What follows belongs to an exercise in optimizing a design on an open flow for small area, a short achievable clock period and few clock cycles; a production flow would make more cautious choices. Where RTL was checked, it was by simulation tests only, not by an equivalence proof against the original.

==> flow/design.v <==
module SQRT(
	RST,
	CLK,
	IN_VALID,
	IN,
	OUT_VALID,
	OUT
);
input CLK;
input RST;
input [15:0] IN;
input IN_VALID;
output [11:0] OUT;
output OUT_VALID;
reg [3:0] cnt;       
reg ovalid;
reg [13:0] r;        
reg [11:0] q;        
reg [11:0] x;         
assign OUT_VALID = ovalid;
assign OUT = q;
wire busy  = |cnt;
wire start = IN_VALID & ~busy;
wire last  = (cnt == 4'd11);
function [4:0] sqrt_first;
	input [3:0] v;
	reg [1:0] qq;
	reg [2:0] rr;
	reg [4:0] w;
	integer i;
	begin
		qq = 2'd0;
		rr = 3'd0;
		for (i = 1; i >= 0; i = i - 1) begin
			w = {rr, v[2*i+1], v[2*i]};
			if (w >= {1'b0, qq, 2'b01}) begin
				rr = w - {1'b0, qq, 2'b01};
				qq = {qq, 1'b1};
			end else begin
				rr = w[2:0];
				qq = {qq, 1'b0};
			end
		end
		sqrt_first = {qq, rr};
	end
endfunction
wire [4:0] first = sqrt_first(IN[15:12]);
wire        pos = ~r[13];
wire [15:0] a   = {r, x[11:10]};
wire [15:0] op  = {{2{pos}}, q ^ {12{pos}}, 2'b11};
wire [15:0] sum = a + op;
wire        nb  = ~sum[15];
wire [11:0] qinc = q + 12'd1;
always @(posedge CLK or posedge RST) begin
	if (RST) begin
		cnt <= 4'd0;
		ovalid <= 1'b0;
	end else begin
		cnt <= start ? 4'd1 : (last ? 4'd0 : cnt + {3'd0, busy});
		ovalid <= last;
	end
end
always @(posedge CLK) begin
	if (start) begin
		r <= {11'd0, first[2:0]};
		q <= {10'd0, first[4:3]};
		x <= IN[11:0];
	end else begin
		r <= sum[13:0];
		q <= last ? (nb ? qinc : q) : {q[10:0], nb};
		x <= {x[9:0], 2'b00};
	end
end
endmodule
Settings: LEC_CHECK=0, CAP_MARGIN=20, CORE_MARGIN=2, CORE_UTILIZATION=40, SETUP_SLACK_MARGIN=2.3, SLEW_MARGIN=20; clock period 5.0 ns.
standard.sh (not shown) runs the stock make flow with config.mk's settings and CLKGATE_MAP_FILE= SYNTH_SCRIPT=/design/flow/synth_recipe.tcl, a recipe that flattens the netlist after the stock synthesis.
==> flow/flow/run.sh <==
#!/bin/bash
set -o pipefail
export BUFFER_PORTS_ARGS="-buffer_cell sky130_fd_sc_hd__buf_1"
bash standard.sh > standard.log 2>&1
Testbench counts at the start, summed over its fixed seeds: cycles 48,008.
Then changed:
==> flow/design.v (replaced) <==
module SQRT(
	RST,
	CLK,
	IN_VALID,
	IN,
	OUT_VALID,
	OUT
);
input CLK;
input RST;
input [15:0] IN;
input IN_VALID;
output [11:0] OUT;
output OUT_VALID;
reg [3:0] cnt;       
reg ovalid;
reg [13:0] r;        
reg [11:0] q;        
reg [9:0] x;         
assign OUT_VALID = ovalid;
assign OUT = q;
wire busy  = |cnt;
wire start = IN_VALID & ~busy;
wire last  = (cnt == 4'd10);
function [6:0] sqrt_first;
	input [5:0] v;
	reg [2:0] qq;
	reg [3:0] rr;
	reg [5:0] w;
	integer i;
	begin
		qq = 3'd0;
		rr = 4'd0;
		for (i = 2; i >= 0; i = i - 1) begin
			w = {rr, v[2*i+1], v[2*i]};
			if (w >= {1'b0, qq, 2'b01}) begin
				rr = w - {1'b0, qq, 2'b01};
				qq = {qq, 1'b1};
			end else begin
				rr = w[3:0];
				qq = {qq, 1'b0};
			end
		end
		sqrt_first = {qq, rr};
	end
endfunction
wire [6:0] first = sqrt_first(IN[15:10]);
wire        pos = ~r[13];
wire [15:0] a   = {r, x[9:8]};
wire [15:0] op  = {{2{pos}}, q ^ {12{pos}}, 2'b11};
wire [15:0] sum = a + op;
wire        nb  = ~sum[15];
wire [11:0] qinc = q + 12'd1;
always @(posedge CLK or posedge RST) begin
	if (RST) begin
		cnt <= 4'd0;
		ovalid <= 1'b0;
	end else begin
		cnt <= start ? 4'd1 : (last ? 4'd0 : cnt + {3'd0, busy});
		ovalid <= last;
	end
end
always @(posedge CLK) begin
	if (start) begin
		r <= {10'd0, first[3:0]};
		q <= {9'd0, first[6:4]};
		x <= IN[9:0];
	end else begin
		r <= sum[13:0];
		q <= last ? (nb ? qinc : q) : {q[10:0], nb};
		x <= {x[7:0], 2'b00};
	end
end
endmodule
Effect: The changed run finished clean. Register-to-register slack gets worse by 0.14 ns. Cell area increases by roughly a tenth. Utilization increases by 5.1 points. Global-route usage increases by 1.2 points. Synthesized cell count decreases slightly. Worst setup slack gets worse by 0.28 ns. Routed wire length increases by roughly a tenth.
Only the layout flow was run in the second run of this note; the RTL was not checked for function there.


Starting RTL as in the previous note.
==> module SQRT, before the edit <==
module SQRT(
	RST,
	CLK,
	IN_VALID,
	IN,
	OUT_VALID,
	OUT
);
input CLK;
input RST;
input [15:0] IN;
input IN_VALID;
output [11:0] OUT;
output OUT_VALID;
reg [3:0] cnt;       
reg ovalid;
reg [13:0] r;        
reg [11:0] q;        
reg [11:0] x;         
assign OUT_VALID = ovalid;
assign OUT = q;
wire busy  = |cnt;
wire start = IN_VALID & ~busy;
wire last  = (cnt == 4'd11);
function [4:0] sqrt_first;
	input [3:0] v;
	reg [1:0] qq;
	reg [2:0] rr;
	reg [4:0] w;
	integer i;
	begin
		qq = 2'd0;
		rr = 3'd0;
		for (i = 1; i >= 0; i = i - 1) begin
			w = {rr, v[2*i+1], v[2*i]};
			if (w >= {1'b0, qq, 2'b01}) begin
				rr = w - {1'b0, qq, 2'b01};
				qq = {qq, 1'b1};
			end else begin
				rr = w[2:0];
				qq = {qq, 1'b0};
			end
		end
		sqrt_first = {qq, rr};
	end
endfunction
wire [4:0] first = sqrt_first(IN[15:12]);
wire        pos = ~r[13];
wire [15:0] a   = {r, x[11:10]};
wire [15:0] op  = {{2{pos}}, q ^ {12{pos}}, 2'b11};
wire [15:0] sum = a + op;
wire        nb  = ~sum[15];
wire [11:0] qinc = q + 12'd1;
always @(posedge CLK or posedge RST) begin
	if (RST) begin
		cnt <= 4'd0;
		ovalid <= 1'b0;
	end else begin
		cnt <= start ? 4'd1 : (last ? 4'd0 : cnt + {3'd0, busy});
		ovalid <= last;
	end
end
always @(posedge CLK) begin
	if (start) begin
		r <= {11'd0, first[2:0]};
		q <= {10'd0, first[4:3]};
		x <= IN[11:0];
	end else begin
		r <= sum[13:0];
		q <= last ? (nb ? qinc : q) : {q[10:0], nb};
		x <= {x[9:0], 2'b00};
	end
end
endmodule
Settings: LEC_CHECK=0, CAP_MARGIN=20, CORE_MARGIN=2, CORE_UTILIZATION=40, SLEW_MARGIN=20; clock period 5.0 ns.
run.sh (not shown) runs the stock make flow with config.mk's settings and CLKGATE_MAP_FILE= SYNTH_SCRIPT=/design/flow/synth_recipe.tcl, a recipe that flattens the netlist after the stock synthesis.
Stock flow here: none of the scripts above is used.
Testbench counts at the start, summed over its fixed seeds: cycles 48,008.
==> next run, changes <==
==> flow/design.v (replaced) <==
module SQRT(
	RST,
	CLK,
	IN_VALID,
	IN,
	OUT_VALID,
	OUT
);
input CLK;
input RST;
input [15:0] IN;
input IN_VALID;
output [11:0] OUT;
output OUT_VALID;
reg [3:0] cnt;       
reg ovalid;
reg [13:0] r;        
reg [11:0] q;        
reg [7:0] x;         
assign OUT_VALID = ovalid;
assign OUT = q;
wire busy  = |cnt;
wire start = IN_VALID & ~busy;
wire last  = (cnt == 4'd9);
function [8:0] sqrt8;
	input [7:0] v;
	reg [3:0] qq;
	reg [4:0] rr;
	reg [6:0] w;
	integer i;
	begin
		qq = 4'd0;
		rr = 5'd0;
		for (i = 3; i >= 0; i = i - 1) begin
			w = {rr, v[2*i+1], v[2*i]};
			if (w >= {1'b0, qq, 2'b01}) begin
				rr = w - {1'b0, qq, 2'b01};
				qq = {qq[2:0], 1'b1};
			end else begin
				rr = w[4:0];
				qq = {qq[2:0], 1'b0};
			end
		end
		sqrt8 = {qq, rr};
	end
endfunction
wire [8:0] first = sqrt8(IN[15:8]);
wire        pos = ~r[13];
wire [15:0] a   = {r, x[7:6]};
wire [15:0] op  = {{2{pos}}, q ^ {12{pos}}, 2'b11};
wire [15:0] sum = a + op;
wire        bit_ = ~sum[15];
always @(posedge CLK or posedge RST) begin
	if (RST) begin
		cnt <= 4'd0;
		ovalid <= 1'b0;
	end else begin
		cnt <= start ? 4'd1 : (last ? 4'd0 : cnt + {3'd0, busy});
		ovalid <= last;
	end
end
always @(posedge CLK) begin
	if (start) begin
		r <= {9'd0, first[4:0]};
		q <= {8'd0, first[8:5]};
		x <= IN[7:0];
	end else begin
		r <= sum[13:0];
		q <= last ? q + {11'd0, bit_} : {q[10:0], bit_};
		x <= {x[5:0], 2'b00};
	end
end
endmodule
Result:
- final area rose by 14%
- hold slack hardly moves
- cell count increases by about 20%
- worst setup slack loses 1.7 ns
- via count increases by 14%
- non-clock buffer count went up by 13
- global-route usage is lower by 0.36 points
- area after synthesis rises by 13%
- first-iteration DRC count shrinks by about 13%
- die area grows by 12%
- maximum frequency went down by 36%
Only the layout flow was run in the second run of this note; the RTL was not checked for function there.

-- static timing again, ports no longer ideal --
The flow's constraints put no driver on any port. The routed layouts listed below were extracted and timed again, unchanged, in two steps. Step 1 (the two cells are an assumption about what drives the block):
set clk [get_ports {CLK}]
set_driving_cell -lib_cell sky130_fd_sc_hd__clkbuf_16 $clk
set_driving_cell -lib_cell sky130_fd_sc_hd__buf_2 [delete_from_list [all_inputs] $clk]
Step 2, shift: input delay + t, output delay - t, t = (earliest + latest rising clock arrival at the registers) / 2. This alone moves slack from input paths to output paths. a / b / c = ideal / step 1 / step 2; a / b = the first two.
run | t (ns) | slack for setup (ns) | worst hold slack (ns) | worst data-port slew with drivers (ns) | pins driven straight from the clock port
the first run of note 1 | 0.320 | 2.521 / 2.521 / 2.521 | 0.423 / 0.423 / 0.423 | 0.03 | 1
the second run of note 1 | 0.326 | 2.242 / 2.223 / 1.897 | 0.428 / 0.428 / 0.428 | 0.06 | 1
the first run of note 2 | 0.323 | 2.065 / 2.065 / 2.065 | 0.427 / 0.427 / 0.427 | 0.03 | 1
the second run of note 2 | 0.318 | 0.388 / 0.395 / 0.078 | 0.426 / 0.426 / 0.426 | 0.03 | 1
After both steps setup and hold are still met in every run listed. The setup slack of the second run of note 1, which loses most, moves by -0.019 ns with the drivers and by -0.345 ns with both steps.
